Source: an optimization exercise on an open RTL-to-GDS flow (aim: small area). Production flows keep margins and buffers that such runs may drop. RTL that was checked went through simulation tests only; none was proved equivalent to the original. The RTL of run 4 was laid out without a check of its function. No driver is modelled on the clock port, so clock power and skew are understated where the tree is cut down; a real chip needs a root buffer or a tree. Power and IR drop assume default switching activity.

**config.mk**
```make
export PLATFORM = sky130hd
export DESIGN_NAME = Car_alarm_system
export DESIGN_NICKNAME = Car_alarm_system
export VERILOG_FILES = /design/flow/design.v
export SDC_FILE = /design/flow/constraint.sdc
export NUM_CORES = 4
export LEC_CHECK = 0
export CAP_MARGIN = 20
export CORE_MARGIN = 2
export CORE_UTILIZATION = 40
export CTS_BUF_LIST = sky130_fd_sc_hd__clkbuf_8
export SLEW_MARGIN = 20
```
**run.sh**
```bash
#!/bin/bash
# synth_recipe.tcl (not shown) runs the flow's synth.tcl, then flattens the netlist and writes it again
# the make line also repeats each setting of config.mk as NAME=value (left out here)
make -C /OpenROAD-flow-scripts/flow DESIGN_CONFIG=/design/flow/config.mk WORK_HOME=/design/flow/orfs CLKGATE_MAP_FILE= SYNTH_SCRIPT=/design/flow/synth_recipe.tcl finish
```
**design.v**
```verilog
`timescale 1ns/1ps
module Car_alarm_system(in,reset,power,siren,stat,clk);
 input reset,clk;
 input [4:0]in;
 output power,siren,stat;
 wire brk = in[4], hids = in[3], ign = in[2], dd = in[1], pd = in[0];
 wire door = dd | pd;
 reg pp, pw;
 always @(posedge clk) begin
   pp <= ign & ((pp & ~reset) | (hids & brk));
   pw <= pp & ~reset;
 end
 assign power = pw;
 localparam [8:0] D_RST = 9'd432;  
 reg [8:0] d;
 reg hh, ckk;
 wire g = (d[7:0] == 8'd236);
 wire tick = ~reset & g;
 always @(posedge clk) begin
   d <= reset ? D_RST : {d[7:0], d[8] ^ d[3] ^ g};
   hh <= ~reset & (hh ^ g);
   ckk <= ~reset & (ckk ^ (hh & g));
 end
 wire ck = ~reset & ckk;
 localparam [3:0] S_DR = 4'b0000, S_A0 = 4'b0001, S_EB = 4'b1000, S_AR = 4'b0100,
                  S_AL = 4'b1100, S_AC = 4'b1101;
 reg [3:0] q;
 wire [3:0] qs = reset ? S_A0 : q;
 wire is_a0 = (qs[3:2] != 2'b11) & ~qs[1] & qs[0];
 wire is_ea = qs[1];
 wire is_ar = qs == S_AR, is_eb = qs == S_EB, is_dr = qs == S_DR;
 wire is_al = qs == S_AL, is_ac = qs == S_AC;
 wire star = is_ar | is_ea | is_ac;
 wire [1:0] st = is_ea ? (qs[0] ? 2'd2 : 2'd1) : is_ac ? 2'd3 : 2'd0;
 reg k, start;
 wire start_v = star & (k | start);
 reg [3:0] count;
 reg [1:0] p;
 reg cr;
 wire cr_s = cr & ~reset;
 wire cz = (count == 4'd0);
 wire exp = cr_s & ~cz;
 wire [3:0] val = (p == 2'd0) ? 4'd10 : (p == 2'd1) ? 4'd8 : (p == 2'd2) ? 4'd15 : 4'd3;
 always @(posedge clk) begin
   k <= star & ~k;
   start <= start_v;
   p <= st;
   if (cr_s) begin
     if (tick & ~start) begin count <= val; cr <= 1'b0; end
     else begin count <= cz ? count : count - 4'd1; cr <= 1'b1; end
   end else begin
     cr <= tick & start & cz;
     if (~start) count <= val;
     else if (tick) count <= cz ? 4'd4 : count - 4'd1;
   end
 end
 wire [3:0] a0 = {1'b0, ck, 2'b01};
 reg [3:0] nq;
 always @* begin
   nq = qs;
   if (ign) nq = S_DR;
   else if (door) begin
     if (is_a0) nq = {1'b0, ck, 1'b1, pd};
     else if (is_dr | is_ar) nq = S_EB;
     else if (is_eb | is_ea) nq = exp ? S_AL : qs;
     else nq = S_AL;
   end else begin
     if (is_a0) nq = a0;
     else if (is_dr | is_eb) nq = S_AR;
     else if (is_ar | is_ac) nq = exp ? a0 : qs;
     else if (is_al) nq = S_AC;
     else nq = start_v ? a0 : S_AR;  
   end
 end
 always @(posedge clk) q <= nq;
 assign siren = ~reset & q[3] & q[2];
 assign stat = ~reset & q[2];
endmodule
```
**constraint.sdc**
```tcl
create_clock -name core_clock -period 15.0 [get_ports {clk}]
set_input_delay 3.0000 -clock core_clock [delete_from_list [all_inputs] [get_ports {clk}]]
set_output_delay 3.0000 -clock core_clock [all_outputs]
set_load 0.01 [all_outputs]
```
==> results of run 1 <==
## worst reg2reg max path: cells and delay by family (launching register included)
kind                     cells  cell delay, ns
adder cells (fa/ha/maj)      1            0.19
buffers and inverters        1            0.08
flip-flops                   1            0.42
multiplexers                 1            0.07
AND/OR/NAND/NOR              3            0.89
## power groups by stage
stage | Combinational [W] | Sequential [W] | Clock, W
detailed placement | 0.0000126 | 0.0000785 | 0
CTS | 0.0000128 | 0.0000769 | 0.0000584
global route | 0.0000142 | 0.0000774 | 0.0000611
finish | 0.0000127 | 0.0000769 | 0.0000568
global placement | 0.0000123 | 0.0000784 | 0
floorplan | 0.0000108 | 0.0000765 | 0
## per-stage QoR
step	setup WS, ns	std cells	instance area (um2)	hold WS (ns)
2_1_floorplan	8.59	128	1220	0.398
3_3_place_gp	7.23	162	1310	0.409
3_5_place_dp	7.16	162	1310	0.421
4_1_cts	7.17	166	1380	0.434
5_1_grt	7.04	166	1380	0.455
6_report	7.17	166	1380	0.431
## final timing paths
| path | startpoint | to | slack [ns] | cells after the start |
|---|---|---|---|---|
| max | reset | siren | 7.17 | 4 |
| min | k | k | 0.43 | 1 |
| max reg2reg | count[0] | count[1] | 13.11 | 6 |
| min reg2reg | k | k | 0.43 | 1 |
## per-layer routing
layer,vias to the layer above,GRT usage [%]
met5,-,0
met4,0,7.79
met3,4,2.62
met2,15,20.5
met1,414,18.4
li1,466,-
## cell type report
type,instances,area [um2],share of cell area [%]
clock buffer,3,41.3,3.00
clock inverter,1,30.0,2.18
timing repair buffer,9,90.1,6.55
sequential,26,561,40.7
inverter,3,11.3,0.818
tap,33,41.3,3.00
multi-input combinational,91,602,43.7
## cells in the final DEF (no fill, tap or decap), types with 2 or more instances in the layout
master and instances:
o21bai_1 2, ha_1 2, dfxtp_1 22, nor2_1 10, clkbuf_8 3, xnor2_1 5
nor2b_1 10, o21ai_0 4, a21oi_1 9, and2_1 2, nor3b_1 2, o311a_1 2
a31oi_1 2, edfxtp_1 4, nand2_1 3, clkdlybuf4s50_1 9, nor3_1 6, nand3_1 2
nand2b_1 7, inv_1 3, mux2i_1 2, or2_2 5
## sequential cells by signal (all words and copies together), names as in the netlist, 2 cells and up
name   cells
q          4
p          2
count      4
d          9
## kinds of logic after synthesis
kind of cell    count (synthesis)  share of synthesized area, %
compound gates                 28                          15.2
xor+xnor                        5                          3.60
fa+ha+maj                       2                          2.06
buf+inv                        11                          4.52
flops                          26                          46.0
mux                             2                          1.64
simple gates                   54                          26.9
==> out/metrics.cfg, run 1 <==
[timing]
fin_worst_skew_ns = 0.00269
tightest_slew_ns = 0.835
period_needed_ns = 7.83
slew_headroom_pct = 44.1
max_freq_mhz = 128
drv_slew = 0
hold_viol = 0
period_share_pct = 52.2
setup_viol = 0
finalSetupTns_ns = 0
rsz0062_at_grt = false

[worst_setup_path]
start_kind = primary input
cp.buffers_inverters = 2
cpMostUsedCell = clkdlybuf4s50_1
crit_slowest_cell = clkdlybuf4s50_1
cp_data_arrival_time_ns = 4.83
cp-end-kind = primary output
worst_path_dominant_cell_family = buffers and inverters
critPathMaxStageDelay_ns = 0.84
critPathKind = in -> out
cp_data_required_time_ns = 12.00
crit_chain = clkdlybuf4s50_1 -> nor2b_1 -> and2_1 -> clkdlybuf4s50_1
crit_path_max_fanout = 27

[route]
drcViolationCount = 0
drtIter0Drc = 34
routed_wl_um = 2110
wl_met3_um = 48
postRouteAntennaNets = 0
post_drt_via_cell_ratio = 5.42
wl_met1_um = 1080
wl_met2_um = 952
wl_per_cell_um = 12.7
highest_layer = met4
vias = 899
dr.pass1.iters = 4

[layout]
nFillCells = 278
area_delta_synth_final_pct = 13.1
n_antenna_cell = 0
fin_nets = 143
layout-drive-gt1-share_pct = 9.77
post-route-util_pct = 46.2

[synthesis]
synth_area_mm2 = 0.00122
synth_cells = 128
synth-seq-cells = 26
async_reset_ff_share_pct = 0
synth.area.top_cells = dfxtp_1 36%, edfxtp_1 9.9%, nor2b_1 5.1%
yosys.area.top_type_share_pct = 36.2
syn_area_per_cell_um2 = 9.51
synth_edf_count = 4
synth_area_leader_cell = dfxtp_1
yosysWarnings = 1
synth_flop_cell = dfxtp_1
synth_nets = 137
synthDistinctLibCells = 40
synth_common_cells = 22 x dfxtp_1, 10 x nor2_1, 10 x nor2b_1, 9 x a21oi_1, 7 x nand2b_1
synth.most_common_cell = dfxtp_1
ys_seq_area_share_pct = 46.0

[placed_design]
place.port_buffers = 9
place_hpwl_um = 1540
place_congestion = 0.839

[power_and_ir_drop]
power_w = 0.000146
irDropWorstVdd_mv = 0.0557
power_frac_comb_pct = 8.7
p_clk_share_pct = 38.8
power_leakage_nw = 0.501
p_seq_share_pct = 52.5
powerDensity_mw_per_mm2 = 106
p_int_w = 0.000117
swShare_pct = 20.4
p_sw_w = 0.0000298

[grt]
grt_max_degree = 28
grt_pass1_vias = 835
grt_pass1_wl_um = 3660
antenna_found_initial = 0
gr-total-overflow = 0
grt_usage_pct = 13.7

[clock_tree]
htree_levels = 1
cts_tree = yes
clock_latency_ns = 0.26
cts_setup_buffers = 0
ctsResizeCount = 0
cts_hold_buffers = 0
clockBufferDepth = 2
cts_made_buffers = 3
clock_sinks = 26
clkSlewWorstSetupHoldPaths_ns = 0.09
root_buffer = clkbuf_8

[floorplan]
row_count = 20
die_x_um = 59.2
io-pin-count = 10
core_mm2 = 0.00298
start_util_pct = 40.9
die-area_mm2 = 0.00350
die_h_um = 59.2

[worst_hold_path]
hp-class = reg -> reg

[run]
maxCapViolCount = 0

[run_status]
status = complete, no violations

==> inputs of run 2 (changes only) <==
==> flow/run.sh (new file) <==
#!/bin/bash
# The standard layout (the standard.sh, ORFS from synthesis to finish) with
# two changes: the port buffers that buffer_ports inserts are buf_1 cells, and
# clock tree synthesis inserts no dummy loads. The make output goes to
# standard.log; ORFS keeps each step's log under orfs/logs/.
set -euo pipefail
export BUFFER_PORTS_ARGS="-buffer_cell sky130_fd_sc_hd__buf_1"
export CTS_ARGS="-sink_clustering_enable -repair_clock_nets -dont_use_dummy_load -buf_list sky130_fd_sc_hd__clkbuf_8 -root_buf sky130_fd_sc_hd__clkbuf_8"
export POST_CTS_TCL="$PWD/flow/post_cts.tcl"
bash standard.sh > standard.log 2>&1
==> flow/post_cts.tcl (new file) <==
# Remove the clock tree's root buffer: the clock port then drives the leaf
# buffers directly (two of them for this design).
set block [ord::get_db_block]
set clk_net [$block findNet clk]
foreach it [$clk_net getITerms] {
  set root [$it getInst]
  set out_net [[$root findITerm X] getNet]
  set n 0
  foreach l [$out_net getITerms] { if {[$l getInst] != $root} { incr n } }
  if {$n > 4} { continue }
  foreach l [$out_net getITerms] {
    if {[$l getInst] != $root} { $l disconnect; $l connect $clk_net }
  }
  puts "post_cts: removed root buffer [$root getName] ($n loads moved to clk)"
  odb::dbInst_destroy $root
  odb::dbNet_destroy $out_net
  break
}
estimate_parasitics -placement
==> standard.sh (new file) <==
#!/bin/bash
# synth_recipe.tcl (not shown) runs the flow's synth.tcl, then flattens the netlist and writes it again
# the make line also repeats each setting of config.mk as NAME=value (left out here)
make -C /OpenROAD-flow-scripts/flow DESIGN_CONFIG=/design/flow/config.mk WORK_HOME=/design/flow/orfs CLKGATE_MAP_FILE= SYNTH_SCRIPT=/design/flow/synth_recipe.tcl "${@:-finish}"
--- a/config.mk
+++ b/config.mk
@@ -10,3 +10,2 @@
 export CORE_UTILIZATION = 40
-export CTS_BUF_LIST = sky130_fd_sc_hd__clkbuf_8
 export SLEW_MARGIN = 20
removed: run.sh
==> run 2 against run 1 <==
Clock power decreased by 48%. Die area is the same. Largest power group unchanged. Register-to-register slack lost 0.09 ns. Global-route usage is 0.23 points higher. Sequential cell count stayed put. Critical endpoint unchanged. Via count decreased by 0.78%. Synthesized cell count unchanged. Non-clock buffer count is the same. Still clean on timing, DRC and antenna. Critical path depth unchanged. Largest cell class unchanged. Clock skew rose by 0.011 ns.
==> out/metrics.cfg, run 2 <==
[grt]
grt_pass1_vias = 839
grt_max_degree = 28
grt_pass1_wl_um = 3710
grt_usage_pct = 13.9
gr-total-overflow = 0
antenna_found_initial = 0

[synthesis]
synth_area_mm2 = 0.00122
synth_flop_cell = dfxtp_1
synth.area.top_cells = dfxtp_1 36%, edfxtp_1 9.9%, nor2b_1 5.1%
syn_area_per_cell_um2 = 9.51
synth_area_leader_cell = dfxtp_1
synth_nets = 137
async_reset_ff_share_pct = 0
ys_seq_area_share_pct = 46.0
synthDistinctLibCells = 40
synth.most_common_cell = dfxtp_1
synth-seq-cells = 26
yosys.area.top_type_share_pct = 36.2
synth_common_cells = 22 x dfxtp_1, 10 x nor2_1, 10 x nor2b_1, 9 x a21oi_1, 7 x nand2b_1
synth_edf_count = 4
synth_cells = 128
yosysWarnings = 1

[timing]
tightest_slew_ns = 0.994
rsz0062_at_grt = false
finalSetupTns_ns = 0
hold_viol = 0
max_freq_mhz = 139
slew_headroom_pct = 33.7
fin_worst_skew_ns = 0.0132
period_share_pct = 47.8
period_needed_ns = 7.17
drv_slew = 0
setup_viol = 0

[worst_setup_path]
cp_data_required_time_ns = 12.00
cp-end-kind = primary output
worst_path_dominant_cell_family = buffers and inverters
start_kind = primary input
r2r_setup_slack_ns = 13.02
crit_path_max_fanout = 27
crit_chain = buf_1 -> nor2b_1 -> and2_1 -> buf_1
cpMostUsedCell = buf_1
cp_data_arrival_time_ns = 4.17
critPathMaxStageDelay_ns = 0.72
crit_slowest_cell = buf_1
cp.buffers_inverters = 2
critPathKind = in -> out

[floorplan]
die-area_mm2 = 0.00350
die_x_um = 59.2
start_util_pct = 40.9
row_count = 20
core_mm2 = 0.00298
io-pin-count = 10
die_h_um = 59.2

[route]
routed_wl_um = 2130
drtIter0Drc = 24
post_drt_via_cell_ratio = 5.44
postRouteAntennaNets = 0
drcViolationCount = 0
wl_per_cell_um = 13.0
dr.pass1.iters = 6
vias = 892

[layout]
multi_input_area_um2 = 602
stdcell_count = 164
most-common-layout-cells = 22 x dfxtp_1, 10 x nor2b_1, 10 x nor2_1
n_antenna_cell = 0
nFillCells = 294
fin_nets = 142
area_delta_synth_final_pct = 4.83
layout-drive-gt1-share_pct = 8.40
largest_reg_flops = 9
seqCellArea_um2 = 561
top_regs = d: 9 flops, count: 4 flops, q: 4 flops
top_register = d
final_common_cell = dfxtp_1

[clock_tree]
clkSlewWorstSetupHoldPaths_ns = 0.07
clock_sinks = 26
clock_latency_ns = 0.15

[worst_hold_path]
hp-class = reg -> reg

[power_and_ir_drop]
power_frac_comb_pct = 9.7
p_sw_w = 0.0000259
swShare_pct = 22.0
powerDensity_mw_per_mm2 = 92.4
power_leakage_nw = 0.457
irDropWorstVdd_mv = 0.0448
p_seq_share_pct = 65.2
p_clk_share_pct = 25.1
p_int_w = 0.0000919

[placed_design]
place_congestion = 0.826
place.port_buffers = 9
place_hpwl_um = 1570
placedCellCount = 162

[run_status]
status = complete, no violations

[run]
maxCapViolCount = 0

[run 2: path summary, 6_finish.rpt]
check             depth (start not counted)     start        to
setup / recovery                          4     reset     siren
hold / removal                            1         k         k
setup reg to reg                          6  count[0]  count[1]
hold reg to reg                           1         k         k
[run 2: layer usage]
metal  wire length, um  global-route usage, %  vias to the layer above
li1                  -                      -                      456
met1              1020                   18.6                      410
met2               998                   22.7                       23
met3                77                   1.97                        3
met4                31                   5.52                        0
met5                 0                      0                        -
[run 2: per-stage QoR]
stage,utilization [%],setup slack [ns],area [um2],hold slack (ns),power (W)
finish,42.9,7.83,1280,0.420,0.000118
global route,42.9,7.71,1280,0.455,0.000124
detailed placement,41.9,7.83,1250,0.411,0.0000899
global placement,41.9,7.88,1250,0.409,0.0000895
floorplan,-,8.59,1220,0.398,0.0000873
[run 2: cell families (layout without fill, tap and decap cells)]
logic type                 Yosys count  in the layout  synth area share, %
DFF                                 26             26                 46.0
muxes                                2              2                 1.64
and+or+nand+nor                     54             54                 26.9
AOI/OAI and AO/OA                   28             28                 15.2
xor gates and xnor gates             5              5                 3.60
adders and majority gates            2              2                 2.06
buffers and inverters               11             14                 4.52
[run 2: cell type report]
class | instances | share of cell area, %
Timing Repair Buffer | 9 | 2.65
Tap cell | 33 | 3.24
Clock buffer | 2 | 2.16
Multi-Input combinational cell | 91 | 47.2
Sequential cell | 26 | 43.9
Inverter | 3 | 0.882
[run 2: power by group through the flow]
stage / Clock [W] / Sequential (W) / Combinational, W
6_report: 0.0000295 / 0.0000769 / 0.0000115
5_1_grt: 0.0000338 / 0.0000775 / 0.0000131
3_5_place_dp: 0 / 0.0000785 / 0.0000115
3_3_place_gp: 0 / 0.0000784 / 0.0000111
2_1_floorplan: 0 / 0.0000765 / 0.0000108
==> inputs of run 3 (changes only) <==
==> flow/run.sh (replaced) <==
#!/bin/bash
# Layout flow: the standard flow (standard.sh) with these changes.
#  1. After the standard synthesis, the combinational logic between the
#     registers is mapped again by ABC for area (remap.log); the registers,
#     their cells and names are the standard synthesis's.
#  2. buffer_ports inserts buf_1 cells as the port buffers.
#  3. Clock tree synthesis adds no dummy loads, and its root buffer is then
#     removed, so the clock port drives the (two) leaf buffers directly.
# Each tool's output goes to a log file in this folder; ORFS keeps each
# step's own log under orfs/logs/.
set -euo pipefail
export BUFFER_PORTS_ARGS="-buffer_cell sky130_fd_sc_hd__buf_1"
export CTS_ARGS="-sink_clustering_enable -repair_clock_nets -dont_use_dummy_load -buf_list sky130_fd_sc_hd__clkbuf_8 -root_buf sky130_fd_sc_hd__clkbuf_8"
export POST_CTS_TCL="$PWD/flow/post_cts.tcl"

bash standard.sh synth > standard_synth.log 2>&1

R=orfs/results/$FLOW_PLATFORM/Car_alarm_system/base
cp $R/1_2_yosys.v remap_in.v
bash flow/remap.sh remap_in.v remap_out.v > remap.log 2>&1
cp remap_out.v $R/1_2_yosys.v
rm -f $R/1_synth.odb $R/1_synth.sdc

bash standard.sh > standard.log 2>&1
==> flow/cellmodels.py (new file) <==
#!/usr/bin/env python3
# Write Verilog models for the standard cells a netlist uses: combinational
# cells get their liberty function, sequential cells stay black boxes.
# usage: cellmodels.py LIBERTY NETLIST > models.v
import re, sys
lib = open(sys.argv[1]).read()
used = set(re.findall(r'^\s*(sky130_fd_sc_hd__\w+)\s', open(sys.argv[2]).read(), re.M))
starts = list(re.finditer(r'\n\s*cell\s*\(\s*"?(sky130_fd_sc_hd__\w+)"?\s*\)\s*\{', lib))
for i, m in enumerate(starts):
    name = m.group(1)
    if name not in used:
        continue
    used.discard(name)
    body = lib[m.end(): starts[i + 1].start() if i + 1 < len(starts) else len(lib)]
    seq = re.search(r'\n\s*(ff|latch|statetable)\s*\(', body) is not None
    ins, outs = [], []
    for pn, pb in re.findall(r'\n\s*pin\s*\(\s*"?(\w+)"?\s*\)\s*\{(.*?)\n\s{8}\}', body, re.S):
        d = re.search(r'direction\s*:\s*"?(\w+)"?', pb)
        if not d:
            continue
        f = re.search(r'function\s*:\s*"([^"]*)"', pb)
        if d.group(1) == 'input':
            ins.append(pn)
        elif d.group(1) == 'output':
            outs.append((pn, f.group(1) if f else None))
    ports = ', '.join([f'input {p}' for p in ins] + [f'output {p}' for p, _ in outs])
    if seq or any(f is None for _, f in outs):
        print(f'(* blackbox *) module {name}({ports}); endmodule')
        continue
    assigns = []
    for p, f in outs:
        e = f.replace('!', '~').replace('*', '&').replace('+', '|')
        e = re.sub(r'(\w)\s+(?=[\w(~])', r'\1 & ', e)
        e = re.sub(r'\)\s+(?=[\w(~])', ') & ', e)
        assigns.append(f'assign {p} = {e};')
    print(f'module {name}({ports}); ' + ' '.join(assigns) + ' endmodule')
if used:
    sys.exit(f'no liberty cell for {sorted(used)}')
==> flow/dont_use.txt (new file) <==
sky130_fd_sc_hd__probe_p_8
sky130_fd_sc_hd__probec_p_8
sky130_fd_sc_hd__lpflow_bleeder_1
sky130_fd_sc_hd__lpflow_clkbufkapwr_1
sky130_fd_sc_hd__lpflow_clkbufkapwr_16
sky130_fd_sc_hd__lpflow_clkbufkapwr_2
sky130_fd_sc_hd__lpflow_clkbufkapwr_4
sky130_fd_sc_hd__lpflow_clkbufkapwr_8
sky130_fd_sc_hd__lpflow_clkinvkapwr_1
sky130_fd_sc_hd__lpflow_clkinvkapwr_16
sky130_fd_sc_hd__lpflow_clkinvkapwr_2
sky130_fd_sc_hd__lpflow_clkinvkapwr_4
sky130_fd_sc_hd__lpflow_clkinvkapwr_8
sky130_fd_sc_hd__lpflow_decapkapwr_12
sky130_fd_sc_hd__lpflow_decapkapwr_3
sky130_fd_sc_hd__lpflow_decapkapwr_4
sky130_fd_sc_hd__lpflow_decapkapwr_6
sky130_fd_sc_hd__lpflow_decapkapwr_8
sky130_fd_sc_hd__lpflow_inputiso0n_1
sky130_fd_sc_hd__lpflow_inputiso0p_1
sky130_fd_sc_hd__lpflow_inputiso1n_1
sky130_fd_sc_hd__lpflow_inputiso1p_1
sky130_fd_sc_hd__lpflow_inputisolatch_1
sky130_fd_sc_hd__lpflow_isobufsrc_1
sky130_fd_sc_hd__lpflow_isobufsrc_16
sky130_fd_sc_hd__lpflow_isobufsrc_2
sky130_fd_sc_hd__lpflow_isobufsrc_4
sky130_fd_sc_hd__lpflow_isobufsrc_8
sky130_fd_sc_hd__lpflow_isobufsrckapwr_16
sky130_fd_sc_hd__lpflow_lsbuf_lh_hl_isowell_tap_1
sky130_fd_sc_hd__lpflow_lsbuf_lh_hl_isowell_tap_2
sky130_fd_sc_hd__lpflow_lsbuf_lh_hl_isowell_tap_4
sky130_fd_sc_hd__lpflow_lsbuf_lh_isowell_4
sky130_fd_sc_hd__lpflow_lsbuf_lh_isowell_tap_1
sky130_fd_sc_hd__lpflow_lsbuf_lh_isowell_tap_2
sky130_fd_sc_hd__lpflow_lsbuf_lh_isowell_tap_4
sky130_fd_sc_hd__fill_1
sky130_fd_sc_hd__fill_2
sky130_fd_sc_hd__fill_4
sky130_fd_sc_hd__fill_8
sky130_fd_sc_hd__conb_1
==> flow/remap.abc (new file) <==
&get -n
&deepsyn -T 30 -S @SEED@
&put
strash
dch -f
amap -A 20 -F 5
topo
==> flow/remap.sh (new file) <==
#!/bin/bash
# Map the combinational logic of the standard synthesis' netlist again with
# ABC, for area. The registers (cells and names) are left as they are.
# usage: remap.sh IN.v OUT.v ; logs to remap_s<seed>.log
set -euo pipefail
IN=$1; OUT=$2
HERE=$(cd "$(dirname "$0")" && pwd)
LIB=$FLOW_HOME/platforms/$FLOW_PLATFORM/lib/sky130_fd_sc_hd__tt_025C_1v80.lib
YOSYS=$FLOW_HOME/../tools/install/yosys/bin/yosys
python3 $HERE/cellmodels.py $LIB $IN > remap_cells.v
DONT_USE=""
for c in $(cat $HERE/dont_use.txt); do DONT_USE="$DONT_USE -dont_use $c"; done
for s in 1 2 3 4; do
  sed "s/@SEED@/$s/" $HERE/remap.abc > remap_s$s.abc
  cat > remap_s$s.ys <<EOS
read_verilog remap_cells.v
read_verilog $IN
hierarchy -top $FLOW_TOP
flatten
techmap
opt -purge
abc -liberty $LIB $DONT_USE -script $PWD/remap_s$s.abc
opt_clean -purge
hierarchy -top $FLOW_TOP
tee -o remap_s$s.stat stat -liberty $LIB
write_verilog -noattr -noexpr -nohex -nodec remap_s$s.v
EOS
  $YOSYS -s remap_s$s.ys > remap_s$s.log 2>&1 &
done
wait
best=""; barea=""
for s in 1 2 3 4; do
  a=$(awk '/Chip area/ {print $NF}' remap_s$s.stat)
  echo "seed $s: area $a"
  if [[ -n "$a" ]] && { [[ -z "$barea" ]] || python3 -c "import sys; sys.exit(0 if $a < $barea else 1)"; }; then best=$s; barea=$a; fi
done
echo "using seed $best ($barea)"
cp remap_s$best.v $OUT
--- a/config.mk
+++ b/config.mk
@@ -9,3 +9,3 @@
 export CORE_MARGIN = 2
-export CORE_UTILIZATION = 40
+export CORE_UTILIZATION = 25
 export SLEW_MARGIN = 20
==> run 3 against run 2 <==
Largest cell class is now sequential cells. Final cell count rose by 8.5%. Still clean on timing, DRC and antenna. Non-clock buffer count did not move. Clock skew fell by 0.0023 ns. Register-to-register slack got worse by 0.68 ns. Critical path type unchanged. Count of clock-buffer cells in the layout did not move. Combinational power rose by 4%. Maximum frequency rose by 6.9%. Critical endpoint unchanged. Largest power group unchanged. Critical path depth fell by 1.
==> out/metrics.cfg, run 3 <==
[layout]
fin_nets = 137
largest_reg_flops = 9
top_register = d
top_regs = d: 9 flops, count: 4 flops, q: 4 flops
layout-drive-gt1-share_pct = 1.56
area_delta_synth_final_pct = 12.2
most-common-layout-cells = 22 x nor2_1, 22 x dfxtp_1, 16 x clkinv_1
n_antenna_cell = 0

[grt]
antenna_found_initial = 0
grt_max_degree = 16
gr-total-overflow = 0
grt_pass1_wl_um = 2900
grt_pass1_vias = 690
grt_usage_pct = 8.10

[timing]
slew_headroom_pct = 38.0
max_freq_mhz = 149
finalSetupTns_ns = 0
drv_slew = 0
period_share_pct = 44.7
period_needed_ns = 6.71
whs_ns = 0.413
rsz0062_at_grt = false
fin_worst_skew_ns = 0.0109
setup_viol = 0
hold_viol = 0
tightest_slew_ns = 0.921

[worst_setup_path]
critPathMaxStageDelay_ns = 0.43
crit_slowest_cell = buf_1
cp_data_arrival_time_ns = 3.71
r2r_setup_slack_ns = 12.34
crit_chain = buf_1 -> nor3_1 -> buf_1
start_kind = primary input
ff2ff_path_depth = 6
critPathKind = in -> out
worst_path_dominant_cell_family = buffers and inverters
r2r-start = d[3]
crit_path_max_fanout = 15
cp.buffers_inverters = 2
cpMostUsedCell = buf_1
cp-end-kind = primary output
r2r_end = count[3]
cp_data_required_time_ns = 12.00

[worst_hold_path]
hold_end = k
hp-class = reg -> reg
hp-start = k
hold_depth = 1

[power_and_ir_drop]
powerDensity_mw_per_mm2 = 104
p_int_w = 0.0000918
swShare_pct = 22.3
irDropWorstVdd_mv = 0.0434
p_clk_share_pct = 24.4
p_seq_share_pct = 65.5
power_frac_comb_pct = 10.2
p_sw_w = 0.0000264
power_leakage_nw = 0.382

[floorplan]
row_count = 23
die_h_um = 67.8
core_mm2 = 0.00394
io-pin-count = 10
die-area_mm2 = 0.00459
start_util_pct = 25.8
die_x_um = 67.8

[route]
postRouteAntennaNets = 0
drcViolationCount = 0
post_drt_via_cell_ratio = 4.49
dr.pass1.iters = 4
wl_per_cell_um = 9.55
routed_wl_um = 1700
vias = 799
drtIter0Drc = 23

[placed_design]
place_hpwl_um = 1350
place_congestion = 0.819
place.port_buffers = 9

[synthesis]
yosysWarnings = 1
synth_cells = 117
syn_area_per_cell_um2 = 8.68
synth_area_mm2 = 0.00102
synth_nets = 124

[clock_tree]
clkSlewWorstSetupHoldPaths_ns = 0.07
clock_sinks = 26
clock_latency_ns = 0.14

[run]
maxCapViolCount = 0

[run_status]
status = complete, no violations

==> run 3: cell type report <==
class | count | area, um2
Clock buffer | 2 | 27.5
Fill cell | 420 | 2800
Inverter | 16 | 60.1
Multi-Input combinational cell | 75 | 395
Sequential cell | 26 | 561
Tap cell | 50 | 62.6
Timing Repair Buffer | 9 | 33.8
==> run 3: worst max-delay path by stage <==
stage,from,to,cells past startpoint
3_5_place_dp,reset,siren,3
3_3_place_gp,reset,siren,3
2_1_floorplan,reset,siren,1
5_1_grt,reset,siren,3
6_report,reset,siren,3
==> run 3: power by group through the flow <==
stage	Combinational (W)	Clock, W	Sequential [W]
floorplan	0.00000899	0	0.0000784
global placement	0.0000121	0	0.0000790
detailed placement	0.0000120	0	0.0000790
global route	0.0000138	0.0000319	0.0000780
finish	0.0000120	0.0000288	0.0000774
==> run 3: layer usage <==
layer | wire length, um | global-route usage [%] | share of wire [%]
met5 | 0 | 0 | 0
met1 | 892 | 10.9 | 52
met3 | 27 | 0.500 | 1.6
met2 | 739 | 12.7 | 43
met4 | 40 | 4.59 | 2.4
==> run 3: metrics by stage <==
| step | setup WS [ns] | instance area, um2 | total power, W | util, % | cells |
|---|---|---|---|---|---|
| after global routing | 8.20 | 1140 | 0.000124 | 28.9 | 178 |
| after floorplan | 8.70 | 1020 | 0.0000874 | - | 117 |
| after detailed placement | 8.31 | 1110 | 0.0000911 | 28.2 | 176 |
| after global placement | 8.32 | 1110 | 0.0000911 | 28.2 | 176 |
| final | 8.29 | 1140 | 0.000118 | 28.9 | 178 |
==> inputs of run 4 (changes only) <==
--- a/design.v
+++ b/design.v
@@ -37,3 +37,2 @@
  reg [3:0] count;
- reg [1:0] p;
  reg cr;
@@ -41,4 +40,23 @@
  wire cz = (count == 4'd0);
- wire exp = cr_s & ~cz;
- wire [3:0] val = (p == 2'd0) ? 4'd10 : (p == 2'd1) ? 4'd8 : (p == 2'd2) ? 4'd15 : 4'd3;
+ wire exp = cr_s & (count[3:2] == 2'b01);
+ wire last = exp & (count[1:0] == 2'b00);
+ wire load_ok = ~start & ~start_v;
+ wire [3:0] val = (st == 2'd0) ? 4'd10 : (st == 2'd1) ? 4'd8 : (st == 2'd2) ? 4'd15 : 4'd3;
+ reg [3:0] count_n;
+ reg cr_n;
+ always @* begin
+   count_n = count;
+   cr_n = cr_s;
+   if (cr_s) begin
+     if (tick & ~start) cr_n = 1'b0;
+     if (exp & ~last) count_n = count - 4'd1;
+     else if (load_ok) count_n = val;
+     else if (last) count_n = 4'd3;
+   end else if (start) begin
+     if (tick) begin
+       if (cz) begin count_n = 4'd7; cr_n = 1'b1; end
+       else count_n = count - 4'd1;
+     end
+   end else if (load_ok) count_n = val;
+ end
  always @(posedge clk) begin
@@ -46,11 +64,4 @@
    start <= start_v;
-   p <= st;
-   if (cr_s) begin
-     if (tick & ~start) begin count <= val; cr <= 1'b0; end
-     else begin count <= cz ? count : count - 4'd1; cr <= 1'b1; end
-   end else begin
-     cr <= tick & start & cz;
-     if (~start) count <= val;
-     else if (tick) count <= cz ? 4'd4 : count - 4'd1;
-   end
+   cr <= cr_n;
+   count <= count ^ (count_n ^ count);
  end
==> run 4 against run 3 <==
Still clean. Routed wire length decreased by 0.94%. Clock skew increased by 0.0024 ns. Final cell count unchanged. Sequential cell count decreased by 2. Global-route usage increased by 0.82 points. Design area decreased by 6.8%. Total power decreased by 11%. Die area decreased by 7.0%. Register-to-register slack improved by 0.10 ns. Maximum frequency decreased by 6.2%. Largest cell class unchanged. Largest power group unchanged. Highest routed layer unchanged.
==> out/metrics.cfg, run 4 <==
[timing]
drv_slew = 0
period_needed_ns = 7.15
setup_ws_ns = 7.85
period_share_pct = 47.7
max_freq_mhz = 140
tightest_slew_ns = 0.832
hold_viol = 0
finalSetupTns_ns = 0
rsz0062_at_grt = false
setup_viol = 0
slew_headroom_pct = 44.0
fin_worst_skew_ns = 0.0133

[grt]
grt_max_degree = 15
gr-total-overflow = 0
grt_pass1_wl_um = 3050
grt_usage_pct = 8.93
grt_pass1_vias = 728
antenna_found_initial = 0

[floorplan]
start_util_pct = 25.9
core_mm2 = 0.00363
row_count = 22
io-pin-count = 10
die-area_mm2 = 0.00427
die_x_um = 65.4
die_h_um = 65.4

[power_and_ir_drop]
irDropWorstVdd_mv = 0.0494
p_seq_share_pct = 64.6
power_leakage_nw = 0.363
swShare_pct = 22.2
powerDensity_mw_per_mm2 = 99.4
p_int_w = 0.0000822
power_w = 0.000106
p_clk_share_pct = 26.6
p_sw_w = 0.0000234
power_frac_comb_pct = 8.8

[route]
drtIter0Drc = 8
routed_wl_um = 1680
dr.pass1.iters = 4
postRouteAntennaNets = 0
vias = 764
post_drt_via_cell_ratio = 4.29
drcViolationCount = 0
wl_per_cell_um = 9.46

[layout]
nFillCells = 409
final_common_cell = dfxtp_1
top_regs = d: 9 flops, count: 4 flops, q: 4 flops
layout-drive-gt1-share_pct = 1.54
most-common-layout-cells = 24 x dfxtp_1, 23 x nor2_1, 20 x clkinv_1
post-route-util_pct = 29.2
fin_nets = 139
largest_reg_flops = 9
top_register = d
area_delta_synth_final_pct = 12.9
n_antenna_cell = 0

[synthesis]
syn_area_per_cell_um2 = 7.91
synth_area_um2 = 941
synth_cells = 119
synth_nets = 126
yosysWarnings = 1

[worst_setup_path]
cp-end-kind = primary output
start_kind = primary input
cp_data_arrival_time_ns = 4.15
crit_path_max_fanout = 13
critPathKind = in -> out
cp_data_required_time_ns = 12.00

[clock_tree]
clock_sinks = 24
clkSlewWorstSetupHoldPaths_ns = 0.07
clock_latency_ns = 0.14

[worst_hold_path]
hp-class = reg -> reg

[run]
maxCapViolCount = 0

[placed_design]
place_congestion = 0.842
place_hpwl_um = 1330
place.port_buffers = 9
pre_cts_ws_ns = 7.85

[run_status]
status = complete, no violations

==> run 4: metal layers <==
metal  routed length, um  share of wire [%]  track usage, %
met2                 703                 42            14.3
met4                  44                2.6            4.43
met5                   0                  0               0
met3                  38                2.3            1.03
met1                 897                 53            11.9
==> run 4: worst max-delay path: stages <==
cell and delay (ns):
buf_1 0.39, clkinv_1 0.31, nand2_1 0.21, nor2_1 0.10, buf_1 0.15
==> run 4: worst paths after layout <==
check / startpoint / to / slack (ns) / cells past startpoint
worst max-delay path: reset / siren / 7.85 / 5
worst min-delay path: k / k / 0.41 / 1
worst max register to register: d[2] / count[0] / 12.44 / 10
worst min register to register: k / k / 0.41 / 1
==> run 4: cell type report <==
| type | count | area (um2) | share of cell area (%) |
|---|---|---|---|
| sequential | 24 | 480 | 45.2 |
| inverter | 20 | 75.1 | 7.07 |
| timing repair buffer | 9 | 33.8 | 3.18 |
| clock buffer | 2 | 27.5 | 2.59 |
| multi-input combinational | 75 | 385 | 36.3 |
| tap | 48 | 60.1 | 5.65 |
==> run 4: per-stage QoR <==
step                hold WS [ns]  instance area [um2]  instances
floorplan                  0.392                  941        119
global placement           0.401                 1030        176
detailed placement         0.405                 1030        176
global route               0.443                 1060        178
finish                     0.412                 1060        178
==> run 4: power groups by stage <==
stage	clock, W	combinational (W)	sequential, W
2_1_floorplan	0	0.00000649	0.0000693
3_3_place_gp	0	0.00000932	0.0000697
3_5_place_dp	0	0.00000927	0.0000697
5_1_grt	0.0000310	0.0000110	0.0000686
6_report	0.0000281	0.00000927	0.0000682
==> inputs of run 5 (changes only) <==
--- a/design.v
+++ b/design.v
@@ -14,3 +14,5 @@
  localparam [8:0] D_RST = 9'd432;  
- reg [8:0] d;
+ localparam [8:0] D_POL = 9'b000001110;
+ reg [8:0] e;
+ wire [8:0] d = e ^ D_POL;
  reg hh, ckk;
@@ -19,3 +21,3 @@
  always @(posedge clk) begin
-   d <= reset ? D_RST : {d[7:0], d[8] ^ d[3] ^ g};
+   e <= (reset ? D_RST : {d[7:0], d[8] ^ d[3] ^ g}) ^ D_POL;
    hh <= ~reset & (hh ^ g);
==> flow/remap.abc (replaced) <==
&get -n
&deepsyn -J 300 -S @SEED@
&put
strash
dch -f
amap -A 20 -F 5
topo
--- a/flow/remap.sh
+++ b/flow/remap.sh
@@ -12,3 +12,5 @@
 for c in $(cat $HERE/dont_use.txt); do DONT_USE="$DONT_USE -dont_use $c"; done
-for s in 1 2 3 4; do
+SEEDS="1 2 3 4 5 6 7 8"
+run_seed() {
+  local s=$1
   sed "s/@SEED@/$s/" $HERE/remap.abc > remap_s$s.abc
@@ -27,3 +29,7 @@
 EOS
-  $YOSYS -s remap_s$s.ys > remap_s$s.log 2>&1 &
+  $YOSYS -s remap_s$s.ys > remap_s$s.log 2>&1
+}
+for s in $SEEDS; do
+  run_seed $s &
+  while (( $(jobs -rp | wc -l) >= ${NUM_CORES:-4} )); do sleep 0.5; done
 done
@@ -31,4 +37,4 @@
 best=""; barea=""
-for s in 1 2 3 4; do
-  a=$(awk '/Chip area/ {print $NF}' remap_s$s.stat)
+for s in $SEEDS; do
+  a=$(awk '/Chip area/ {print $NF}' remap_s$s.stat 2>/dev/null || true)
   echo "seed $s: area $a"
==> run 5 against run 4 <==
Routed wire length decreased by 4.8%. Register-to-register slack improved by 0.11 ns. Clock power decreased by 2%. First-iteration DRC count rose by 140%. Utilization up 1.1 points. Synthesized area fell by 2.7%. Global-route usage fell by 0.089 points. Setup slack better by 0.28 ns.
==> out/metrics.cfg, run 5 <==
[worst_setup_path]
start_kind = primary input
cp_data_required_time_ns = 12.00
crit_path_max_fanout = 15
r2r_setup_slack_ns = 12.55
cp_data_arrival_time_ns = 3.87
critPathKind = in -> out
cp-end-kind = primary output

[layout]
fin_nets = 129
nFillCells = 377
largest_reg_flops = 9
stdcell_count = 166
layout-drive-gt1-share_pct = 1.67
top_regs = e: 9 flops, count: 4 flops, q: 4 flops
final_common_cell = dfxtp_1
top_register = e
most-common-layout-cells = 24 x dfxtp_1, 17 x clkinv_1, 13 x nor2_1
area_delta_synth_final_pct = 13.0
n_antenna_cell = 0
seqCellArea_um2 = 480
multi_input_area_um2 = 372

[clock_tree]
clock_sinks = 24
clkSlewWorstSetupHoldPaths_ns = 0.08
clock_latency_ns = 0.14

[floorplan]
core_mm2 = 0.00342
die_h_um = 64.5
io-pin-count = 10
row_count = 21
die-area_mm2 = 0.00416
start_util_pct = 26.8
die_x_um = 64.5

[timing]
period_share_pct = 45.8
period_needed_ns = 6.87
rsz0062_at_grt = false
drv_slew = 0
whs_ns = 0.406
tightest_slew_ns = 0.776
setup_viol = 0
hold_viol = 0
slew_headroom_pct = 47.8
fin_worst_skew_ns = 0.0129
max_freq_mhz = 146
finalSetupTns_ns = 0

[synthesis]
synth_area_um2 = 916
syn_area_per_cell_um2 = 8.40
yosysWarnings = 1
synth_nets = 116
synth_cells = 109

[route]
dr.pass1.iters = 4
routed_wl_um = 1600
drcViolationCount = 0
postRouteAntennaNets = 0
post_drt_via_cell_ratio = 4.48
wl_per_cell_um = 9.66
vias = 744
drtIter0Drc = 19

[run]
maxCapViolCount = 0

[worst_hold_path]
hp-class = reg -> reg

[power_and_ir_drop]
powerDensity_mw_per_mm2 = 102
power_leakage_nw = 0.341
irDropWorstVdd_mv = 0.0451

[placed_design]
placedCellCount = 164
place_congestion = 0.735
place_hpwl_um = 1260
place.port_buffers = 9

[grt]
grt_max_degree = 16
gr-total-overflow = 0
grt_pass1_vias = 707
grt_usage_pct = 8.84
antenna_found_initial = 0
grt_pass1_wl_um = 2930

[run_status]
status = complete, no violations

[run 5: worst max-delay path, cell delays in order]
cell      delay (ns)
buf_1           0.26
nor2_1          0.25
clkinv_1        0.11
nor2_1          0.09
buf_1           0.15
[run 5: final cells by class]
class / instances / area share [%]
Sequential cell: 24 / 46.4
Clock buffer: 2 / 2.66
Tap cell: 46 / 5.56
Multi-Input combinational cell: 68 / 35.9
Inverter: 17 / 6.17
Timing Repair Buffer: 9 / 3.26
[run 5: report_power, final]
group          internal [W]   total [W]  switching, W
Sequential        0.0000668   0.0000688    0.00000203
Combinational    0.00000345  0.00000872    0.00000527
Clock             0.0000122   0.0000276     0.0000154
Total             0.0000825    0.000105     0.0000227
[run 5: worst paths after layout]
path         cells past startpoint        to  startpoint
max                              5     siren       reset
min                              1      e[1]        e[0]
max reg2reg                     10  count[2]        e[0]
min reg2reg                      1      e[1]        e[0]
[run 5: metal layers]
| metal | routed length, um | part of all wire [%] | GRT usage (%) |
|---|---|---|---|
| met1 | 825 | 51 | 11.4 |
| met2 | 704 | 44 | 13.5 |
| met3 | 39 | 2.4 | 2.60 |
| met4 | 35 | 2.2 | 3.99 |
| met5 | 0 | 0 | 0 |
[run 5: stage by stage]
| stage | utilization (%) | power [W] | instance area [um2] | setup slack, ns |
|---|---|---|---|---|
| 2_1_floorplan | - | 0.0000760 | 916 | 8.46 |
| 3_3_place_gp | 29.5 | 0.0000788 | 1010 | 8.17 |
| 3_5_place_dp | 29.5 | 0.0000791 | 1010 | 8.10 |
| 5_1_grt | 30.3 | 0.000110 | 1030 | 8.00 |
| 6_report | 30.3 | 0.000105 | 1030 | 8.13 |
==> inputs of run 6 (changes only) <==
==> design.v (replaced) <==
`timescale 1ns/1ps
module Car_alarm_system(in,reset,power,siren,stat,clk);
 input reset,clk;
 input [4:0]in;
 output power,siren,stat;
 wire brk = in[4], hids = in[3], ign = in[2], dd = in[1], pd = in[0];
 wire door = dd | pd;
 reg pp, pw;
 always @(posedge clk) begin
   pp <= ign & ((pp & ~reset) | (hids & brk));
   pw <= pp & ~reset;
 end
 assign power = pw;
 localparam [8:0] D_RST = 9'd432;  
 localparam [8:0] D_POL = 9'b000001110;
 reg [8:0] e;
 wire [8:0] d = e ^ D_POL;
 reg hh_r, ckk_r;
 wire hh = hh_r ^ 1'b0, ckk = ckk_r ^ 1'b0;
 wire g = (d[7:0] == 8'd236);
 wire tick = ~reset & g;
 always @(posedge clk) begin
   e <= (reset ? D_RST : {d[7:0], d[8] ^ d[3] ^ g}) ^ D_POL;
   hh_r <= (~reset & (hh ^ g)) ^ 1'b0;
   ckk_r <= (~reset & (ckk ^ (hh & g))) ^ 1'b0;
 end
 wire ck = ~reset & ckk;
 reg [3:0] q;
 wire [3:0] qs = reset ? 4'd2 : q;
 reg k_r, start_r;
 wire k = k_r ^ 1'b0, start = start_r ^ 1'b0;
 wire d_a0 = (~qs[3] & qs[1] & ~qs[0]);
 wire d_drar = (~qs[1] & qs[0]) | (~qs[2] & ~qs[1]);
 wire d_ebea = (qs[1]);
 wire n_a0 = (~qs[3] & qs[1] & ~qs[0]);
 wire n_dreb = (~qs[2] & ~qs[1]) | (~qs[3] & qs[0]);
 wire n_arac = (qs[3] & ~qs[1]);
 wire n_al = (~qs[1]);
 wire star = (qs[3] & qs[1]) | (qs[3] & qs[2]);
 wire st1 = (qs[3] & qs[1] & ~qs[0]) | (qs[3] & qs[2] & ~qs[0]);
 wire st0 = (qs[3] & qs[1] & qs[0]) | (qs[3] & qs[2] & ~qs[1] & ~qs[0]);
 wire sir = (qs[2] & ~qs[1] & ~qs[0]);
 wire [1:0] st = {st1, st0};
 wire start_v = star & (k | start);
 reg [3:0] count_r;
 wire [3:0] count = count_r ^ 4'b0000;
 reg cr_r;
 wire cr = cr_r ^ 1'b1;
 wire cr_s = cr & ~reset;
 wire cz = (count == 4'd0);
 wire exp = cr_s & (count[3:2] == 2'b01);
 wire last = exp & (count[1:0] == 2'b00);
 wire load_ok = ~start & ~start_v;
 wire [3:0] val = (st == 2'd0) ? 4'd10 : (st == 2'd1) ? 4'd8 : (st == 2'd2) ? 4'd15 : 4'd3;
 reg [3:0] count_n;
 reg cr_n;
 always @* begin
   count_n = count;
   cr_n = cr_s;
   if (cr_s) begin
     if (tick & ~start) cr_n = 1'b0;
     if (exp & ~last) count_n = count - 4'd1;
     else if (load_ok) count_n = val;
     else if (last) count_n = 4'd3;
   end else if (start) begin
     if (tick) begin
       if (cz) begin count_n = 4'd7; cr_n = 1'b1; end
       else count_n = count - 4'd1;
     end
   end else if (load_ok) count_n = val;
 end
 always @(posedge clk) begin
   k_r <= (star & ~k) ^ 1'b0;
   start_r <= start_v ^ 1'b0;
   cr_r <= cr_n ^ 1'b1;
   count_r <= count_r ^ ((count_n ^ 4'b0000) ^ count_r);
 end
 reg [3:0] nq;
 always @* begin
   if (ign) nq = 4'd8;
   else if (door) begin
     if (d_a0) nq = (4'd11 ^ ({4{pd}} & 4'd1) | ({4{ck}} & 4'd4));
     else if (d_drar) nq = 4'd3;
     else if (d_ebea) nq = exp ? 4'd4 : qs;
     else nq = 4'd4;
   end else begin
     if (n_a0) nq = (4'd2 | {4{ck}} & 4'd4);
     else if (n_dreb) nq = 4'd13;
     else if (n_arac) nq = exp ? (4'd2 | {4{ck}} & 4'd4) : qs;
     else if (n_al) nq = 4'd12;
     else nq = start_v ? (4'd2 | {4{ck}} & 4'd4) : 4'd13;
   end
 end
 always @(posedge clk) q <= nq;
 assign siren = ~reset & ((q[2] & ~q[1] & ~q[0]));
 assign stat = ~reset & q[2];
endmodule
==> run 6 against run 5 <==
Routed wire length increased by 4.5%. Setup slack improved by 0.23 ns. Utilization decreased by 0.22 points. Synthesized area decreased by 0.82%. Clock power about the same. Non-clock buffer count unchanged.
==> out/metrics.cfg, run 6 <==
[run_status]
status = complete, no violations

[grt]
grt_usage_pct = 9.07
grt_max_degree = 14
grt_pass1_vias = 710
gr-total-overflow = 0
antenna_found_initial = 0
grt_pass1_wl_um = 2950

[route]
wl_met1_um = 817
drtIter0Drc = 17
drcViolationCount = 0
wl_met3_um = 50
wl_met2_um = 779
highest_layer = met4
routed_wl_um = 1680
postRouteAntennaNets = 0
vias = 755
wl_per_cell_um = 10.3
dr.pass1.iters = 4
post_drt_via_cell_ratio = 4.66

[clock_tree]
clock_latency_ns = 0.14
clkSlewWorstSetupHoldPaths_ns = 0.08
clock_sinks = 24

[worst_setup_path]
cp-end-kind = primary output
cpMostUsedCell = buf_1
crit_slowest_cell = buf_1
cp.buffers_inverters = 2
critPathKind = in -> out
critPathMaxStageDelay_ns = 0.39
worst_path_dominant_cell_family = buffers and inverters
crit_path_max_fanout = 13
crit_chain = buf_1 -> nor2_1 -> buf_1
cp_data_required_time_ns = 12.00
cp_data_arrival_time_ns = 3.64
start_kind = primary input

[layout]
largest_reg_flops = 9
top_regs = e: 9 flops, count_r: 4 flops, q: 4 flops
most-common-layout-cells = 24 x dfxtp_1, 15 x nor2_1, 13 x clkinv_1
layout-drive-gt1-share_pct = 1.72
n_antenna_cell = 0
top_register = e
area_delta_synth_final_pct = 13.1
final_common_cell = dfxtp_1
fin_nets = 125

[timing]
finalSetupTns_ns = 0
rsz0062_at_grt = false
period_share_pct = 44.3
period_needed_ns = 6.64
drv_slew = 0
hold_viol = 0
fin_worst_skew_ns = 0.00378
tightest_slew_ns = 0.607
setup_viol = 0
max_freq_mhz = 151
slew_headroom_pct = 59.0

[power_and_ir_drop]
powerDensity_mw_per_mm2 = 106
power_w = 0.000108
power_leakage_nw = 0.349
irDropWorstVdd_mv = 0.0519

[synthesis]
synth_area_um2 = 908
syn_area_per_cell_um2 = 8.65
synth_nets = 112
yosysWarnings = 1
synth_cells = 105

[floorplan]
core_mm2 = 0.00342
die_x_um = 64.3
start_util_pct = 26.6
io-pin-count = 10
die_h_um = 64.3
row_count = 21
die-area_mm2 = 0.00413

[placed_design]
place_congestion = 0.812
place.port_buffers = 9
place_hpwl_um = 1300

[run]
maxCapViolCount = 0

[worst_hold_path]
hp-class = reg -> reg

[run 6: cell count changes in the layout (fill, tap and decap cells not counted), sizes merged, moves of 2 or more]
cell	change
nand2	-3
nor2b	+3
clkinv	-4
a22oi	-2
o21ai	-4
nor2	+2
nand3	-2
a21oi	+3
o31ai	+2
o21a	-4
[run 6: routing by layer]
metal,GRT usage (%),vias to the layer above
met3,2.11,2
met5,0,-
li1,-,392
met2,15.9,13
met1,10.5,348
met4,3.99,0
[run 6: worst paths after layout]
kind / startpoint / end / slack [ns] / depth (start not counted)
worst max-delay path: reset / stat / 8.36 / 3
worst min-delay path: e[0] / e[1] / 0.41 / 1
worst max register to register: e[3] / count_r[1] / 12.68 / 10
worst min register to register: e[0] / e[1] / 0.41 / 1
[run 6: through the flow]
step	cells	cell area [um2]	hold WS, ns	setup WS [ns]	util, %
6_report	162	1030	0.406	8.36	30.1
5_1_grt	162	1030	0.424	8.29	30.1
3_5_place_dp	160	1000	0.387	8.34	29.3
3_3_place_gp	160	1000	0.381	8.35	29.3
2_1_floorplan	105	908	0.367	8.82	-
[run 6: area by class of cell]
| class | count | area (um2) |
|---|---|---|
| fill | 389 | 2390 |
| tap | 46 | 57.6 |
| inverter | 13 | 48.8 |
| sequential | 24 | 480 |
| clock buffer | 2 | 27.5 |
| multi-input combinational | 68 | 379 |
| timing repair buffer | 9 | 33.8 |
[run 6: power by group]
group / switching, W / total [W] / leakage, nW / internal, W
clock network: 0.0000153 / 0.0000275 / 0.0144 / 0.0000122
logic: 0.00000679 / 0.0000110 / 0.136 / 0.00000425
registers: 0.00000239 / 0.0000700 / 0.198 / 0.0000676
total: 0.0000245 / 0.000108 / 0.349 / 0.0000840
==> inputs of run 7 (changes only) <==
--- a/design.v
+++ b/design.v
@@ -28,18 +28,19 @@
  reg [3:0] q;
- wire [3:0] qs = reset ? 4'd2 : q;
- reg k_r, start_r;
- wire k = k_r ^ 1'b0, start = start_r ^ 1'b0;
- wire d_a0 = (~qs[3] & qs[1] & ~qs[0]);
- wire d_drar = (~qs[1] & qs[0]) | (~qs[2] & ~qs[1]);
- wire d_ebea = (qs[1]);
- wire n_a0 = (~qs[3] & qs[1] & ~qs[0]);
- wire n_dreb = (~qs[2] & ~qs[1]) | (~qs[3] & qs[0]);
- wire n_arac = (qs[3] & ~qs[1]);
- wire n_al = (~qs[1]);
- wire star = (qs[3] & qs[1]) | (qs[3] & qs[2]);
- wire st1 = (qs[3] & qs[1] & ~qs[0]) | (qs[3] & qs[2] & ~qs[0]);
- wire st0 = (qs[3] & qs[1] & qs[0]) | (qs[3] & qs[2] & ~qs[1] & ~qs[0]);
- wire sir = (qs[2] & ~qs[1] & ~qs[0]);
+ wire [3:0] qs = reset ? 4'd10 : q;
+ reg ps_r, ps2_r;
+ wire ps = ps_r ^ 1'b0, ps2 = ps2_r ^ 1'b0;
+ wire start = ps & ps2;
+ wire d_a0 = (qs[3] & qs[1]);
+ wire d_drar = (~qs[2] & qs[1]) | (~qs[3] & ~qs[1] & ~qs[0]);
+ wire d_ebea = (~qs[1]);
+ wire n_a0 = (qs[3] & qs[1]);
+ wire n_dreb = (~qs[3] & ~qs[2]);
+ wire n_arac = (~qs[3] & ~qs[0]);
+ wire n_al = (qs[1]);
+ wire star = (qs[3] & ~qs[1]) | (~qs[3] & qs[2] & ~qs[0]);
+ wire st1 = (qs[3] & ~qs[1] & ~qs[0]) | (~qs[3] & qs[2] & qs[1] & ~qs[0]);
+ wire st0 = (qs[3] & qs[0]) | (~qs[3] & qs[2] & qs[1] & ~qs[0]);
+ wire sir = (~qs[3] & qs[2] & qs[1]);
  wire [1:0] st = {st1, st0};
- wire start_v = star & (k | start);
+ wire start_v = star & ps;
  reg [3:0] count_r;
@@ -72,4 +73,4 @@
  always @(posedge clk) begin
-   k_r <= (star & ~k) ^ 1'b0;
-   start_r <= start_v ^ 1'b0;
+   ps_r <= star ^ 1'b0;
+   ps2_r <= ps ^ 1'b0;
    cr_r <= cr_n ^ 1'b1;
@@ -79,14 +80,14 @@
  always @* begin
-   if (ign) nq = 4'd8;
+   if (ign) nq = 4'd2;
    else if (door) begin
-     if (d_a0) nq = (4'd11 ^ ({4{pd}} & 4'd1) | ({4{ck}} & 4'd4));
-     else if (d_drar) nq = 4'd3;
-     else if (d_ebea) nq = exp ? 4'd4 : qs;
-     else nq = 4'd4;
+     if (d_a0) nq = (4'd9 ^ ({4{pd}} & 4'd1) | ({4{ck}} & 4'd4));
+     else if (d_drar) nq = 4'd1;
+     else if (d_ebea) nq = exp ? 4'd7 : qs;
+     else nq = 4'd7;
    end else begin
-     if (n_a0) nq = (4'd2 | {4{ck}} & 4'd4);
-     else if (n_dreb) nq = 4'd13;
-     else if (n_arac) nq = exp ? (4'd2 | {4{ck}} & 4'd4) : qs;
-     else if (n_al) nq = 4'd12;
-     else nq = start_v ? (4'd2 | {4{ck}} & 4'd4) : 4'd13;
+     if (n_a0) nq = (4'd10 | {4{ck}} & 4'd4);
+     else if (n_dreb) nq = 4'd4;
+     else if (n_arac) nq = exp ? (4'd10 | {4{ck}} & 4'd4) : qs;
+     else if (n_al) nq = 4'd6;
+     else nq = start_v ? (4'd10 | {4{ck}} & 4'd4) : 4'd4;
    end
@@ -94,3 +95,3 @@
  always @(posedge clk) q <= nq;
- assign siren = ~reset & ((q[2] & ~q[1] & ~q[0]));
+ assign siren = ~reset & ((~q[3] & q[2] & q[1]));
  assign stat = ~reset & q[2];
==> run 7 against run 6 <==
Clock skew increased by 0.0014 ns. Sequential cell count unchanged. Utilization is 0.21 points lower. Final cell count unchanged. Worst hold slack got worse by 0.00058 ns. Sequential power barely moved. Routed wire length down 7.4%. Critical endpoint is now siren. Largest power group unchanged.
==> out/metrics.cfg, run 7 <==
[worst_hold_path]
hp-class = reg -> reg
hold_depth = 1
hp-start = e[0]
hold_end = e[1]

[synthesis]
yosysWarnings = 1
synth_nets = 112
synth_cells = 105
syn_area_per_cell_um2 = 8.51
synth_area_um2 = 893

[worst_setup_path]
crit_path_max_fanout = 15
r2r-start = e[2]
crit_chain = buf_1 -> nor4_1 -> buf_1
cp_data_arrival_time_ns = 3.89
cp_data_required_time_ns = 12.00
ff2ff_path_depth = 11
cpMostUsedCell = buf_1
crit_slowest_cell = nor4_1
r2r_setup_slack_ns = 12.53
r2r_end = count_r[1]
critPathKind = in -> out
cp-end-kind = primary output
critPathMaxStageDelay_ns = 0.44
start_kind = primary input

[route]
routed_wl_um = 1550
vias = 733
post_drt_via_cell_ratio = 4.52
drtIter0Drc = 15
postRouteAntennaNets = 0
wl_per_cell_um = 9.58
dr.pass1.iters = 4
drcViolationCount = 0

[floorplan]
die-area_mm2 = 0.00407
start_util_pct = 26.4
row_count = 21
core_mm2 = 0.00339
die_x_um = 63.8
die_h_um = 63.8
io-pin-count = 10

[layout]
most-common-layout-cells = 24 x dfxtp_1, 18 x nor2_1, 13 x clkinv_1
n_antenna_cell = 0
fin_nets = 125
stdcell_count = 162
top_register = e
layout-drive-gt1-share_pct = 1.72
final_common_cell = dfxtp_1
top_regs = e: 9 flops, count_r: 4 flops, q: 4 flops
area_delta_synth_final_pct = 13.3
largest_reg_flops = 9

[power_and_ir_drop]
powerDensity_mw_per_mm2 = 105
irDropWorstVdd_mv = 0.0422
power_leakage_nw = 0.332

[placed_design]
place_congestion = 0.807
place.port_buffers = 9
place_hpwl_um = 1200
placedCellCount = 160

[grt]
grt_pass1_vias = 676
antenna_found_initial = 0
gr-total-overflow = 0
grt_pass1_wl_um = 2880
grt_max_degree = 16
grt_usage_pct = 8.86

[timing]
hold_viol = 0
finalSetupTns_ns = 0
period_needed_ns = 6.89
fin_worst_skew_ns = 0.00513
slew_headroom_pct = 47.6
max_freq_mhz = 145
drv_slew = 0
tightest_slew_ns = 0.779
rsz0062_at_grt = false
period_share_pct = 45.9
setup_viol = 0

[run]
maxCapViolCount = 0

[clock_tree]
clock_latency_ns = 0.14
clkSlewWorstSetupHoldPaths_ns = 0.07
clock_sinks = 24

[run_status]
status = complete, no violations

## run 7: stage by stage
stage / setup slack (ns) / util (%) / total power [W] / hold slack (ns) / instance area, um2
after floorplan: 8.50 / - / 0.0000766 / 0.366 / 893
after detailed placement: 8.06 / 29.1 / 0.0000797 / 0.394 / 985
final: 8.11 / 29.9 / 0.000106 / 0.406 / 1010
after global routing: 8.00 / 29.9 / 0.000112 / 0.425 / 1010
after global placement: 8.13 / 29.1 / 0.0000796 / 0.385 / 985
## run 7: how the worst max path moves through the flow
stage / from / to / slack [ns] / cells past startpoint
floorplan: reset / siren / 8.50 / 1
global placement: reset / siren / 8.13 / 3
detailed placement: reset / siren / 8.06 / 3
global route: reset / siren / 8.00 / 3
finish: reset / siren / 8.11 / 3
## run 7: worst max-delay path: cells and delay by family
| kind | cells | cell delay (ns) |
|---|---|---|
| and+or+nand+nor | 1 | 0.44 |
| buffers and inverters | 2 | 0.44 |
## run 7: layout make-up
class | instances | area, um2
well taps | 46 | 57.6
inverters | 13 | 48.8
fillers | 359 | 2380
repair buffers | 9 | 33.8
clock buffers | 2 | 27.5
flip-flops and latches | 24 | 480
multi-input cells | 68 | 364
## run 7: per-layer routing
metal  up-vias  part of all wire, %  track usage [%]
li1        389                    -                -
met1       322                   49             11.5
met2        19                   45             14.2
met3         3                  4.4             1.58
met4         0                  2.1             4.08
met5         -                    0                0
## run 7: where the power goes
group | total [W] | switching (W) | internal, W
registers | 0.0000700 | 0.00000271 | 0.0000673
logic | 0.00000823 | 0.00000505 | 0.00000319
clock network | 0.0000282 | 0.0000160 | 0.0000122
total | 0.000106 | 0.0000237 | 0.0000827
==> inputs of run 8 (changes only) <==
--- a/design.v
+++ b/design.v
@@ -18,3 +18,3 @@
  reg hh_r, ckk_r;
- wire hh = hh_r ^ 1'b0, ckk = ckk_r ^ 1'b0;
+ wire hh = hh_r ^ 1'b0, ckk = ckk_r ^ 1'b1;
  wire g = (d[7:0] == 8'd236);
@@ -24,3 +24,3 @@
    hh_r <= (~reset & (hh ^ g)) ^ 1'b0;
-   ckk_r <= (~reset & (ckk ^ (hh & g))) ^ 1'b0;
+   ckk_r <= (~reset & (ckk ^ (hh & g))) ^ 1'b1;
  end
==> run 8 against run 7 <==
Worst hold slack got worse by 0.015 ns. Largest power group unchanged. Clock power down 4%. Utilization about the same. Maximum frequency down 3.7%. Critical path depth grew 2. Sequential share of layout area increased by 0.35 points. Synthesized cell count grew 0.95%.
==> out/metrics.cfg, run 8 <==
[run_status]
status = complete, no violations

[grt]
grt_usage_pct = 8.84
grt_pass1_wl_um = 2940
gr-total-overflow = 0
grt_max_degree = 15
grt_pass1_vias = 721
antenna_found_initial = 0

[synthesis]
synth_cells = 106
synth_area_um2 = 886
syn_area_per_cell_um2 = 8.36
yosysWarnings = 1
synth_nets = 113

[worst_setup_path]
cp.buffers_inverters = 4
start_kind = primary input
cp_data_arrival_time_ns = 4.16
cp-endpoint = stat
critPathKind = in -> out
cp-end-kind = primary output
critPathMaxStageDelay_ns = 0.40
cp_data_required_time_ns = 12.00
r2r_setup_slack_ns = 12.79
worst_path_dominant_cell_family = buffers and inverters
crit_chain = buf_1 -> clkinv_1 -> nand2_1 -> clkinv_1 -> buf_1
crit_path_max_fanout = 14
r2r_end = count_r[1]
cp-startpoint = reset
r2r-start = e[2]
ff2ff_path_depth = 8
crit_slowest_cell = buf_1
worstSetupPathDepth = 5

[timing]
finalSetupTns_ns = 0
drv_slew = 0
tightest_slew_ns = 0.867
rsz0062_at_grt = false
slew_headroom_pct = 41.7
whs_ns = 0.391
fin_worst_skew_ns = 0.0115
period_needed_ns = 7.16
setup_viol = 0
period_share_pct = 47.7
hold_viol = 0
max_freq_mhz = 140

[layout]
top_register = e
most-common-layout-cells = 24 x dfxtp_1, 13 x clkinv_1, 13 x nor2_1
layout-drive-gt1-share_pct = 1.71
area_delta_synth_final_pct = 13.4
final_common_cell = dfxtp_1
largest_reg_flops = 9
n_antenna_cell = 0
fin_nets = 126
top_regs = e: 9 flops, count_r: 4 flops, q: 4 flops

[clock_tree]
clock_sinks = 24
clock_latency_ns = 0.14
clkSlewWorstSetupHoldPaths_ns = 0.08

[floorplan]
die_h_um = 63.5
core_mm2 = 0.00336
die-area_mm2 = 0.00404
io-pin-count = 10
row_count = 21
die_x_um = 63.5
start_util_pct = 26.3

[route]
postRouteAntennaNets = 0
drtIter0Drc = 27
routed_wl_um = 1630
dr.pass1.iters = 4
post_drt_via_cell_ratio = 4.48
wl_per_cell_um = 9.99
vias = 730
drcViolationCount = 0

[placed_design]
place_hpwl_um = 1300
place.port_buffers = 9
place_congestion = 0.734

[power_and_ir_drop]
power_leakage_nw = 0.338
irDropWorstVdd_mv = 0.0698
powerDensity_mw_per_mm2 = 103
power_w = 0.000104

[worst_hold_path]
hp-class = reg -> reg

[run]
maxCapViolCount = 0

-- run 8: area by class of cell --
class / count / area, um2
fill: 401 / 2360
sequential: 24 / 480
multi-input combinational: 69 / 357
tap: 46 / 57.6
inverter: 13 / 48.8
timing repair buffer: 9 / 33.8
clock buffer: 2 / 27.5
-- run 8: how the worst min path moves through the flow --
stage | cells after the start | startpoint | endpoint | slack (ns)
2_1_floorplan | 1 | e[0] | e[1] | 0.37
3_3_place_gp | 1 | e[0] | e[1] | 0.39
3_5_place_dp | 1 | e[0] | e[1] | 0.38
5_1_grt | 1 | e[0] | e[1] | 0.40
6_report | 1 | e[0] | e[1] | 0.39
-- run 8: worst reg2reg max path, stage by stage, from the launching register on --
cell	delay, ns
dfxtp_1	0.31
nor2_1	0.10
nand3_1	0.08
nor4_1	0.66
nand4_1	0.23
a21oi_1	0.25
clkinv_1	0.11
a211oi_1	0.26
a41oi_1	0.07
-- run 8: power breakdown --
part / switching [W] / internal (W) / total, W
Clock: 0.0000151 / 0.0000122 / 0.0000272
Combinational: 0.00000474 / 0.00000285 / 0.00000758
Sequential: 0.00000211 / 0.0000669 / 0.0000690
-- run 8: metal layers --
metal / part of all wire (%) / wire length, um / up-vias / GRT usage (%)
met5: 0 / 0 / - / 0
li1: - / - / 393 / -
met3: 4.0 / 65 / 0 / 2.86
met2: 46 / 741 / 12 / 15.0
met1: 50 / 821 / 325 / 11.3
met4: 0 / 0 / 0 / 0.815
-- run 8: stage by stage --
step                      instances  setup WS (ns)  utilization (%)  area [um2]
after global routing            163           7.69             29.9        1000
final                           163           7.84             29.9        1000
after floorplan                 106           8.47                -         886
after global placement          161           7.88             29.1         977
after detailed placement        161           7.79             29.1         977

==> static timing again, ports no longer ideal <==
In the flow no input, the clock included, has a driving cell. The finished layouts below were timed again as built, in two steps.
Step 1: set_driving_cell puts a clkbuf_16 on clk and a buf_2 on each other input, an assumption about the parent block.
Step 2 also shifts input and output timing later by t, the mid clock arrival at the registers, as if the neighbouring blocks saw the same clock.
Three values: ideal, step 1, step 2; two values: the first two.
run | t (ns) | setup WS [ns] | worst register clock-pin slew, ns
run 1 | 0.286 | 7.169 / 7.141 / 7.141 | 0.09 / 0.09
run 2 | 0.173 | 7.826 / 7.797 / 7.797 | 0.09 / 0.09
run 3 | 0.170 | 8.290 / 8.268 / 8.268 | 0.09 / 0.09
run 4 | 0.168 | 7.848 / 7.826 / 7.826 | 0.09 / 0.09
run 5 | 0.170 | 8.131 / 8.107 / 8.107 | 0.08 / 0.08
run 6 | 0.168 | 8.358 / 8.333 / 8.333 | 0.08 / 0.08
run 7 | 0.170 | 8.108 / 8.088 / 8.088 | 0.08 / 0.08
run 8 | 0.165 | 7.843 / 7.819 / 7.819 | 0.08 / 0.08
After both steps every run listed still meets setup and hold. For run 2, which loses most, drivers alone change the setup slack by -0.029 ns; drivers and shift together by -0.029 ns.
